Context: an optimization exercise on an open-source flow, tuned for small area, a short achievable clock period and few clock cycles per item. The choices shown serve that exercise and are no tape-out recipe.
At most, simulation tests tie the RTL to the original design; equivalence was not proved.
No activity file was given, so power comes from the tool's default toggle rates.

== JK ==
Design SPM, start of the top module:
module SPM (
    input wire clk,
    input wire rst,
    input wire start,
    input wire signed [7:0] a,
    input wire signed [7:0] b,
    output wire signed [15:0] prod,
    output reg done,
    output wire sign_flag
);
Size: about 280 cells after synthesis, roughly 28 flip-flops, about 37 I/O pins, ~2800 um2 of cells after synthesis.
clock: 5.0 ns
lec_check: 0
cap_margin: 20
core_margin: 2
core_utilization: 40
setup_slack_margin: 1.6
slew_margin: 20
synth_hierarchical: 1
synth_minimum_keep_size: 0
standard.sh (not shown) runs the stock make flow with config.mk's settings and CLKGATE_MAP_FILE= SYNTH_SCRIPT=/design/flow/synth_recipe.tcl, a recipe that flattens the netlist after the stock synthesis.
==> flow/flow/run.sh <==
#!/bin/bash
# The standard layout (standard.sh), with the port buffers made of
# sky130_fd_sc_hd__buf_1 cells instead of the delay-cell buffers that
# buffer_ports picks by default. make's full output goes to standard.log.
set -euo pipefail
export BUFFER_PORTS_ARGS="-buffer_cell sky130_fd_sc_hd__buf_1"
bash standard.sh > standard.log 2>&1
--- input diff JK..MS ---
diff --git a/flow/design.v b/flow/design.v
--- a/flow/design.v
+++ b/flow/design.v
@@ -99,21 +99,21 @@
     spm_fa u_s83 (.a(c74), .b(s81), .ci(c76), .s(s83), .co(c84));
     wire s85, c86;
     spm_fa u_s85 (.a(pp7), .b(pp14), .ci(pp21), .s(s85), .co(c86));
     wire s87, c88;
     spm_fa u_s87 (.a(pp28), .b(pp35), .ci(pp42), .s(s87), .co(c88));
     wire s89, c90;
     spm_fa u_s89 (.a(pp49), .b(c78), .ci(c80), .s(s89), .co(c90));
     wire s91, c92;
     spm_fa u_s91 (.a(s85), .b(s87), .ci(c82), .s(s91), .co(c92));
     wire s93, c94;
-    spm_han u_s93 (.a(s89), .b(s91), .s(s93), .co(c94));
+    spm_fa u_s93 (.a(s89), .b(s91), .ci(c84), .s(s93), .co(c94));
     wire s95, c96;
     spm_fa u_s95 (.a(pp15), .b(pp22), .ci(pp29), .s(s95), .co(c96));
     wire s97, c98;
     spm_fa u_s97 (.a(pp36), .b(pp43), .ci(pp50), .s(s97), .co(c98));
     wire s99, c100;
     spm_fa u_s99 (.a(pp8), .b(pp57), .ci(c86), .s(s99), .co(c100));
     wire s101, c102;
     spm_fa u_s101 (.a(c88), .b(s95), .ci(s97), .s(s101), .co(c102));
     wire s103, c104;
     spm_fa u_s103 (.a(c90), .b(s99), .ci(s101), .s(s103), .co(c104));
@@ -171,22 +171,22 @@
         if (rst) begin
             done <= 1'b0;
             rl <= 4'd0;
             r0 <= 12'd0;
             r1 <= 12'd0;
             rs   <= 1'b0;
         end else begin
             done <= start;
             if (start) begin
                 rl <= {~s153, ~s151, ~s149, ~pp1};
-                r0 <= {1'b1, ~pp64, ~s147, ~s145, ~s141, ~c128, ~c118, ~c106, ~c94, ~s93, ~s83, ~s75};
-                r1 <= {1'b0, ~c148, ~c146, ~c142, ~c136, ~s135, ~s127, ~s117, ~s105, ~c84, 1'b0, ~c154};
+                r0 <= {1'b1, ~pp64, ~s147, ~s145, ~s141, ~c128, ~c118, ~c106, ~s105, ~s93, ~s83, ~s75};
+                r1 <= {1'b0, ~c148, ~c146, ~c142, ~c136, ~s135, ~s127, ~s117, ~c94, 1'b0, 1'b0, ~c154};
                 rs <= a[7] ^ b[7];
             end
         end
     end
     wire [3:0] rlt = rl;
     wire [11:0] r0t = r0;
     wire [11:0] r1t = r1;
     wire [11:0] hi = r0t + r1t;
     assign prod = {hi, rlt};
     assign sign_flag = rs;
==> notes.md <==
- Comparing JK and MS, slew at the pin closest to its max-slew limit is lower on MS.
- Worst setup slack after layout delta (MS − JK): favourable
- Relative to JK, MS improves post-synthesis cell area.
- MS against JK; area of all placed cells without fillers is down by a few percent.
- MS against JK: leakage power has decreased, fraction of area in registers grew by 0.76 points.
Testbench counts of MS, summed over its fixed seeds: cycles 4,088, items 2,048.
The RTL of JK was laid out without a check of its function.


The RTL this note starts from:
==> flow/design.v <==
`timescale 1ns/1ps
module SPM (
    input wire clk,
    input wire rst,
    input wire start,
    input wire signed [7:0] a,
    input wire signed [7:0] b,
    output wire signed [15:0] prod,
    output reg done,
    output wire sign_flag
);
    reg [5:0] rl;
    reg [9:0] r0;
    reg [9:0] r1;
    reg rs;
    wire pp1 = ~(a[0] & b[0]);
    wire pp2 = ~(a[0] & b[1]);
    wire pp3 = ~(a[0] & b[2]);
    wire pp4 = ~(a[0] & b[3]);
    wire pp5 = ~(a[0] & b[4]);
    wire pp6 = ~(a[0] & b[5]);
    wire pp7 = ~(a[0] & b[6]);
    wire pp8 = a[0] & b[7];
    wire pp9 = ~(a[1] & b[0]);
    wire pp10 = ~(a[1] & b[1]);
    wire pp11 = ~(a[1] & b[2]);
    wire pp12 = ~(a[1] & b[3]);
    wire pp13 = ~(a[1] & b[4]);
    wire pp14 = ~(a[1] & b[5]);
    wire pp15 = ~(a[1] & b[6]);
    wire pp16 = a[1] & b[7];
    wire pp17 = ~(a[2] & b[0]);
    wire pp18 = ~(a[2] & b[1]);
    wire pp19 = ~(a[2] & b[2]);
    wire pp20 = ~(a[2] & b[3]);
    wire pp21 = ~(a[2] & b[4]);
    wire pp22 = ~(a[2] & b[5]);
    wire pp23 = ~(a[2] & b[6]);
    wire pp24 = a[2] & b[7];
    wire pp25 = ~(a[3] & b[0]);
    wire pp26 = ~(a[3] & b[1]);
    wire pp27 = ~(a[3] & b[2]);
    wire pp28 = ~(a[3] & b[3]);
    wire pp29 = ~(a[3] & b[4]);
    wire pp30 = ~(a[3] & b[5]);
    wire pp31 = ~(a[3] & b[6]);
    wire pp32 = a[3] & b[7];
    wire pp33 = ~(a[4] & b[0]);
    wire pp34 = ~(a[4] & b[1]);
    wire pp35 = ~(a[4] & b[2]);
    wire pp36 = ~(a[4] & b[3]);
    wire pp37 = ~(a[4] & b[4]);
    wire pp38 = ~(a[4] & b[5]);
    wire pp39 = ~(a[4] & b[6]);
    wire pp40 = a[4] & b[7];
    wire pp41 = ~(a[5] & b[0]);
    wire pp42 = ~(a[5] & b[1]);
    wire pp43 = ~(a[5] & b[2]);
    wire pp44 = ~(a[5] & b[3]);
    wire pp45 = ~(a[5] & b[4]);
    wire pp46 = ~(a[5] & b[5]);
    wire pp47 = ~(a[5] & b[6]);
    wire pp48 = a[5] & b[7];
    wire pp49 = ~(a[6] & b[0]);
    wire pp50 = ~(a[6] & b[1]);
    wire pp51 = ~(a[6] & b[2]);
    wire pp52 = ~(a[6] & b[3]);
    wire pp53 = ~(a[6] & b[4]);
    wire pp54 = ~(a[6] & b[5]);
    wire pp55 = ~(a[6] & b[6]);
    wire pp56 = a[6] & b[7];
    wire pp57 = a[7] & b[0];
    wire pp58 = a[7] & b[1];
    wire pp59 = a[7] & b[2];
    wire pp60 = a[7] & b[3];
    wire pp61 = a[7] & b[4];
    wire pp62 = a[7] & b[5];
    wire pp63 = a[7] & b[6];
    wire pp64 = ~(a[7] & b[7]);
    wire s65, c66;
    spm_fa u_s65 (.a(pp3), .b(pp10), .ci(pp17), .s(s65), .co(c66));
    wire s67, c68;
    spm_fa u_s67 (.a(pp4), .b(pp11), .ci(pp18), .s(s67), .co(c68));
    wire s69, c70;
    spm_fa u_s69 (.a(pp25), .b(c66), .ci(s67), .s(s69), .co(c70));
    wire s71, c72;
    spm_fa u_s71 (.a(pp5), .b(pp12), .ci(pp19), .s(s71), .co(c72));
    wire s73, c74;
    spm_fa u_s73 (.a(pp26), .b(pp33), .ci(c68), .s(s73), .co(c74));
    wire s75, c76;
    spm_fa u_s75 (.a(s71), .b(s73), .ci(c70), .s(s75), .co(c76));
    wire s77, c78;
    spm_fa u_s77 (.a(pp6), .b(pp13), .ci(pp20), .s(s77), .co(c78));
    wire s79, c80;
    spm_fa u_s79 (.a(pp27), .b(pp34), .ci(pp41), .s(s79), .co(c80));
    wire s81, c82;
    spm_fa u_s81 (.a(c72), .b(s77), .ci(s79), .s(s81), .co(c82));
    wire s83, c84;
    spm_fa u_s83 (.a(c74), .b(s81), .ci(c76), .s(s83), .co(c84));
    wire s85, c86;
    spm_fa u_s85 (.a(pp7), .b(pp14), .ci(pp21), .s(s85), .co(c86));
    wire s87, c88;
    spm_fa u_s87 (.a(pp28), .b(pp35), .ci(pp42), .s(s87), .co(c88));
    wire s89, c90;
    spm_fa u_s89 (.a(pp49), .b(c78), .ci(c80), .s(s89), .co(c90));
    wire s91, c92;
    spm_fa u_s91 (.a(s85), .b(s87), .ci(c82), .s(s91), .co(c92));
    wire s93, c94;
    spm_fa u_s93 (.a(s89), .b(s91), .ci(c84), .s(s93), .co(c94));
    wire s95, c96;
    spm_fa u_s95 (.a(pp15), .b(pp22), .ci(pp29), .s(s95), .co(c96));
    wire s97, c98;
    spm_fa u_s97 (.a(pp36), .b(pp43), .ci(pp50), .s(s97), .co(c98));
    wire s99, c100;
    spm_fa u_s99 (.a(pp8), .b(pp57), .ci(c86), .s(s99), .co(c100));
    wire s101, c102;
    spm_fa u_s101 (.a(c88), .b(s95), .ci(s97), .s(s101), .co(c102));
    wire s103, c104;
    spm_fa u_s103 (.a(c90), .b(s99), .ci(s101), .s(s103), .co(c104));
    wire s105, c106;
    spm_han u_s105 (.a(c92), .b(s103), .s(s105), .co(c106));
    wire s107, c108;
    spm_ha u_s107 (.a(pp23), .b(pp30), .s(s107), .co(c108));
    wire s109, c110;
    spm_fa u_s109 (.a(pp37), .b(pp44), .ci(pp51), .s(s109), .co(c110));
    wire s111, c112;
    spm_fa u_s111 (.a(pp16), .b(pp58), .ci(s107), .s(s111), .co(c112));
    wire s113, c114;
    spm_fa u_s113 (.a(c96), .b(c98), .ci(s109), .s(s113), .co(c114));
    wire s115, c116;
    spm_fa u_s115 (.a(s111), .b(c100), .ci(c102), .s(s115), .co(c116));
    wire s117, c118;
    spm_fa u_s117 (.a(s113), .b(s115), .ci(c104), .s(s117), .co(c118));
    wire s119, c120;
    spm_fa u_s119 (.a(pp31), .b(pp38), .ci(pp45), .s(s119), .co(c120));
    wire s121, c122;
    spm_fa u_s121 (.a(pp52), .b(pp24), .ci(pp59), .s(s121), .co(c122));
    wire s123, c124;
    spm_fa u_s123 (.a(c108), .b(c110), .ci(s119), .s(s123), .co(c124));
    wire s125, c126;
    spm_fa u_s125 (.a(s121), .b(c112), .ci(c114), .s(s125), .co(c126));
    wire s127, c128;
    spm_fa u_s127 (.a(s123), .b(s125), .ci(c116), .s(s127), .co(c128));
    wire s129, c130;
    spm_fa u_s129 (.a(pp39), .b(pp46), .ci(pp53), .s(s129), .co(c130));
    wire s131, c132;
    spm_fa u_s131 (.a(pp32), .b(pp60), .ci(c120), .s(s131), .co(c132));
    wire s133, c134;
    spm_fa u_s133 (.a(c122), .b(s129), .ci(s131), .s(s133), .co(c134));
    wire s135, c136;
    spm_fa u_s135 (.a(c124), .b(c126), .ci(s133), .s(s135), .co(c136));
    wire s137, c138;
    spm_fa u_s137 (.a(pp47), .b(pp54), .ci(pp40), .s(s137), .co(c138));
    wire s139, c140;
    spm_fa u_s139 (.a(pp61), .b(c130), .ci(s137), .s(s139), .co(c140));
    wire s141, c142;
    spm_fa u_s141 (.a(c132), .b(s139), .ci(c134), .s(s141), .co(c142));
    wire s143, c144;
    spm_fa u_s143 (.a(pp55), .b(pp48), .ci(pp62), .s(s143), .co(c144));
    wire s145, c146;
    spm_fa u_s145 (.a(c138), .b(s143), .ci(c140), .s(s145), .co(c146));
    wire s147, c148;
    spm_fa u_s147 (.a(pp56), .b(pp63), .ci(c144), .s(s147), .co(c148));
    wire s149, c150;
    spm_han u_s149 (.a(pp2), .b(pp9), .s(s149), .co(c150));
    wire s151, c152;
    spm_han u_s151 (.a(c150), .b(s65), .s(s151), .co(c152));
    wire s153, c154;
    spm_han u_s153 (.a(c152), .b(s69), .s(s153), .co(c154));
    wire s155, c156;
    spm_han u_s155 (.a(c154), .b(s75), .s(s155), .co(c156));
    wire s157, c158;
    spm_han u_s157 (.a(c156), .b(s83), .s(s157), .co(c158));
    always @(posedge clk or posedge rst) begin
        if (rst) begin
            done <= 1'b0;
            rl <= 6'd0;
            r0 <= 10'd0;
            r1 <= 10'd0;
            rs   <= 1'b0;
        end else begin
            done <= start;
            if (start) begin
                rl <= {~s157, ~s155, ~s153, ~s151, ~s149, ~pp1};
                r0 <= {1'b1, ~pp64, ~s147, ~s145, ~s141, ~c128, ~c118, ~c106, ~s105, ~s93};
                r1 <= {1'b0, ~c148, ~c146, ~c142, ~c136, ~s135, ~s127, ~s117, ~c94, ~c158};
                rs <= a[7] ^ b[7];
            end
        end
    end
    wire [5:0] rlt = rl;
    wire [9:0] r0t = r0;
    wire [9:0] r1t = r1;
    wire [9:0] hi = r0t + r1t;
    assign prod = {hi, rlt};
    assign sign_flag = rs;
endmodule
module spm_fa (input wire a, input wire b, input wire ci, output wire s, output wire co);
    assign s  = a ^ b ^ ci;
    assign co = (a & b) | (a & ci) | (b & ci);
endmodule
module spm_ha (input wire a, input wire b, output wire s, output wire co);
    assign s  = a ^ b;
    assign co = a & b;
endmodule
module spm_han (input wire a, input wire b, output wire s, output wire co);
    assign s  = ~(a ^ b);
    assign co = a | b;
endmodule
clock: 5.0 ns
lec_check: 0
cap_margin: 20
core_margin: 2
core_utilization: 40
setup_slack_margin: 1.75
slew_margin: 20
synth_hierarchical: 1
synth_minimum_keep_size: 0
Scripts as last shown in full above: flow/flow/run.sh
Edit:
--- a/flow/design.v
+++ b/flow/design.v
@@ -8,11 +8,11 @@
     output wire signed [15:0] prod,
     output reg done,
     output wire sign_flag
 );
-    reg [5:0] rl;
-    reg [9:0] r0;
-    reg [9:0] r1;
+    reg [3:0] rl;
+    reg [11:0] r0;
+    reg [11:0] r1;
     reg rs;
     wire pp1 = ~(a[0] & b[0]);
     wire pp2 = ~(a[0] & b[1]);
     wire pp3 = ~(a[0] & b[2]);
@@ -166,33 +166,29 @@
     wire s151, c152;
     spm_han u_s151 (.a(c150), .b(s65), .s(s151), .co(c152));
     wire s153, c154;
     spm_han u_s153 (.a(c152), .b(s69), .s(s153), .co(c154));
-    wire s155, c156;
-    spm_han u_s155 (.a(c154), .b(s75), .s(s155), .co(c156));
-    wire s157, c158;
-    spm_han u_s157 (.a(c156), .b(s83), .s(s157), .co(c158));
     always @(posedge clk or posedge rst) begin
         if (rst) begin
             done <= 1'b0;
-            rl <= 6'd0;
-            r0 <= 10'd0;
-            r1 <= 10'd0;
+            rl <= 4'd0;
+            r0 <= 12'd0;
+            r1 <= 12'd0;
             rs   <= 1'b0;
         end else begin
             done <= start;
             if (start) begin
-                rl <= {~s157, ~s155, ~s153, ~s151, ~s149, ~pp1};
-                r0 <= {1'b1, ~pp64, ~s147, ~s145, ~s141, ~c128, ~c118, ~c106, ~s105, ~s93};
-                r1 <= {1'b0, ~c148, ~c146, ~c142, ~c136, ~s135, ~s127, ~s117, ~c94, ~c158};
+                rl <= {~s153, ~s151, ~s149, ~pp1};
+                r0 <= {1'b1, ~pp64, ~s147, ~s145, ~s141, ~c128, ~c118, ~c106, ~s105, ~s93, ~s83, ~s75};
+                r1 <= {1'b0, ~c148, ~c146, ~c142, ~c136, ~s135, ~s127, ~s117, ~c94, 1'b0, 1'b0, ~c154};
                 rs <= a[7] ^ b[7];
             end
         end
     end
-    wire [5:0] rlt = rl;
-    wire [9:0] r0t = r0;
-    wire [9:0] r1t = r1;
-    wire [9:0] hi = r0t + r1t;
+    wire [3:0] rlt = rl;
+    wire [11:0] r0t = r0;
+    wire [11:0] r1t = r1;
+    wire [11:0] hi = r0t + r1t;
     assign prod = {hi, rlt};
     assign sign_flag = rs;
 endmodule
 module spm_fa (input wire a, input wire b, input wire ci, output wire s, output wire co);
The changed run completed with no timing, DRC or antenna violations.
Combinational power is higher by about 3%.
Routed wire length went up by 2.4%.
Global-route usage came out higher by 0.57 points.
Critical path depth goes down by 2.
Sequential cell count is unchanged.
Clock power barely changes.
Final cell count came out lower by 3.7%.
Sequential share of layout area is higher by 0.30 points.
Power increases by 2.0%.
Maximum frequency rises by 0.46%.
Synthesized area came out lower by 1.5%.
Count of clock-buffer cells in the layout is unchanged.
First-iteration DRC count goes down by 23%.
Testbench counts after the change, summed over its fixed seeds: cycles 4,088, items 2,048.
The RTL of the first run of this note was laid out without a check of its function.

-- port drivers added, routing unchanged --
The results above use ideal ports. As a check the final layouts listed here were re-extracted and re-timed, cells and wires unchanged.
Step 1 (the two cells are an assumption about what drives the block):
set clk [get_ports {clk}]
set_driving_cell -lib_cell sky130_fd_sc_hd__clkbuf_16 $clk
set_driving_cell -lib_cell sky130_fd_sc_hd__buf_2 [delete_from_list [all_inputs] $clk]
Step 2, shift: input delay + t, output delay - t, t = (earliest + latest rising clock arrival at the registers) / 2. This alone moves slack from input paths to output paths.
a / b / c = no drivers / after step 1 / after step 2; a / b = the first two.
run	t (ns)	setup WS [ns]	pins driven straight from the clock port
JK	0.292	1.687 / 1.671 / 1.398	1
MS	0.290	1.705 / 1.708 / 1.418	1
the first run of note 2	0.293	1.816 / 1.801 / 1.507	1
the second run of note 2	0.293	1.831 / 1.816 / 1.522	1
After both steps every run listed still meets setup and hold.
